Background: an optimization exercise with open tools, aiming at small area and a short achievable clock period. Do not read the settings as production practice.
The RTL was checked by simulation tests, not by an equivalence proof against the original design.

==> flow/design.v <==
module Conway(
    input clk,
    input load,
    input [255:0] data,
    output reg [255:0] q
);
wire [255:0] p, g, vs, vc, nxt;
genvar i, j;
generate
for (i = 0; i < 16; i = i + 1) begin : row
    for (j = 0; j < 16; j = j + 1) begin : col
        conway_ha hv (.a(q[16*((i+15)%16) + j]), .b(q[16*((i+1)%16) + j]),
                      .s(p[16*i+j]), .co(g[16*i+j]));
        conway_vsum vsum (.p(p[16*i+j]), .g(g[16*i+j]), .x(q[16*i+j]),
                          .s(vs[16*i+j]), .c(vc[16*i+j]));
    end
end
for (i = 0; i < 16; i = i + 1) begin : row2
    for (j = 0; j < 16; j = j + 1) begin : col2
        wire n0, k, e0, e1;
        conway_fa f1 (.a(vs[16*i + (j+15)%16]), .b(vs[16*i + (j+1)%16]), .c(p[16*i+j]), .s(n0), .co(k));
        conway_fa f2 (.a(vc[16*i + (j+15)%16]), .b(vc[16*i + (j+1)%16]), .c(g[16*i+j]), .s(e0), .co(e1));
        conway_glue gl (.n0(n0), .k(k), .e0(e0), .e1(e1), .x(q[16*i+j]), .load(load), .d(data[16*i+j]), .y(nxt[16*i+j]));
    end
end
endgenerate
always @(posedge clk) q <= nxt;
endmodule
module conway_fa(input a, input b, input c, output s, output co);
    assign {co, s} = a + b + c;
endmodule
module conway_ha(input a, input b, output s, output co);
    assign {co, s} = a + b;
endmodule
module conway_vsum(input p, input g, input x, output s, output c);
    conway_xor sx (.a(p), .b(x), .y(s));
    conway_ao  cx (.a(p), .b(x), .c(g), .y(c));
endmodule
module conway_xor(input a, input b, output y);
    assign y = a ^ b;
endmodule
module conway_ao(input a, input b, input c, output y);
    assign y = (a & b) | c;
endmodule
module conway_glue(input n0, input k, input e0, input e1, input x, input load, input d, output y);
    wire life = ~e1 & (e0 ^ k) & (n0 | x);
    assign y = load ? d : life;
endmodule
clock: 5.0 ns
lec_check: 0
cap_margin: 20
core_margin: 2
core_utilization: 65
setup_slack_margin: 2.8
slew_margin: 20
synth_hierarchical: 1
synth_minimum_keep_size: 0
standard.sh (not shown) runs the stock make flow with config.mk's settings and CLKGATE_MAP_FILE= SYNTH_SCRIPT=/design/flow/synth_recipe.tcl, a recipe that flattens the netlist after the stock synthesis.
==> flow/flow/run.sh <==
#!/bin/bash
# Standard ORFS layout with two changes:
#  - port buffers are plain buf_1 cells instead of the delay-buffer cells
#    buffer_ports picks by default;
#  - before floorplanning, combinational cells are set to drive strength 1
#    (flow/downsize.tcl); timing repair upsizes where needed.
set -euo pipefail
here=$(pwd)
export BUFFER_PORTS_ARGS="-buffer_cell sky130_fd_sc_hd__buf_1"
export PRE_FLOORPLAN_TCL="$here/flow/downsize.tcl"
bash standard.sh > standard.log 2>&1
==> flow/flow/downsize.tcl <==
# Before floorplanning: give every combinational cell that synthesis mapped at
# a drive strength above 1 its _1 variant, when the library has one. Timing
# repair later upsizes again where a path needs it.
set db [ord::get_db]
set n 0
foreach inst [[ord::get_db_block] getInsts] {
  set master [$inst getMaster]
  set name [$master getName]
  if {[$master isSequential]} { continue }
  if {[regexp {^(sky130_fd_sc_hd__[a-z0-9]+)_([2-9]|1[0-9])$} $name -> base drive]} {
    set small [$db findMaster ${base}_1]
    if {$small ne "NULL" && $small ne ""} {
      $inst swapMaster $small
      incr n
    }
  }
}
puts "downsize: $n cells set to drive strength 1"
==> next run, changes <==
--- a/flow/design.v
+++ b/flow/design.v
@@ -15,14 +15,14 @@
                           .s(vs[16*i+j]), .c(vc[16*i+j]));
     end
 end
 for (i = 0; i < 16; i = i + 1) begin : row2
     for (j = 0; j < 16; j = j + 1) begin : col2
         wire n0, k, e0, e1;
-        conway_fa f1 (.a(vs[16*i + (j+15)%16]), .b(vs[16*i + (j+1)%16]), .c(p[16*i+j]), .s(n0), .co(k));
-        conway_fa f2 (.a(vc[16*i + (j+15)%16]), .b(vc[16*i + (j+1)%16]), .c(g[16*i+j]), .s(e0), .co(e1));
+        conway_fa f1 (.a(p[16*i+j]), .b(vs[16*i + (j+15)%16]), .c(vs[16*i + (j+1)%16]), .s(n0), .co(k));
+        conway_fa f2 (.a(g[16*i+j]), .b(vc[16*i + (j+15)%16]), .c(vc[16*i + (j+1)%16]), .s(e0), .co(e1));
         conway_glue gl (.n0(n0), .k(k), .e0(e0), .e1(e1), .x(q[16*i+j]), .load(load), .d(data[16*i+j]), .y(nxt[16*i+j]));
     end
 end
 endgenerate
 always @(posedge clk) q <= nxt;
 endmodule
What happened: Core utilization came out lower by 0.51 points; final area goes down by about 0.66%; fmax came out higher by 0.39%; clock skew rises by 6.7 ps.

==> separate check: timing with driven ports <==
Ports are ideal in the flow. The routed layouts listed here were re-timed in OpenROAD. Step 1: set_driving_cell puts a clkbuf_16 on clk and a buf_2 on each other input, an assumption about the parent block. Step 2 also shifts input and output timing later by t, the mid clock arrival at the registers, as if the neighbouring blocks saw the same clock. a / b / c = ideal / step 1 / step 2; a / b = the first two.
run	t (ns)	slack for setup (ns)	worst hold slack (ns)	latest minus earliest clock arrival (ns)	worst data-port slew with drivers (ns)
the first run	0.614	2.802 / 2.740 / 2.391	0.564 / 0.564 / 0.564	0.014 / 0.014	0.11
the second run	0.615	2.810 / 2.746 / 2.351	0.568 / 0.568 / 0.568	0.020 / 0.020	0.14
After both steps every run listed still meets setup and hold. The setup slack of the second run, which loses most, moves by -0.064 ns with the drivers and by -0.459 ns with both steps.
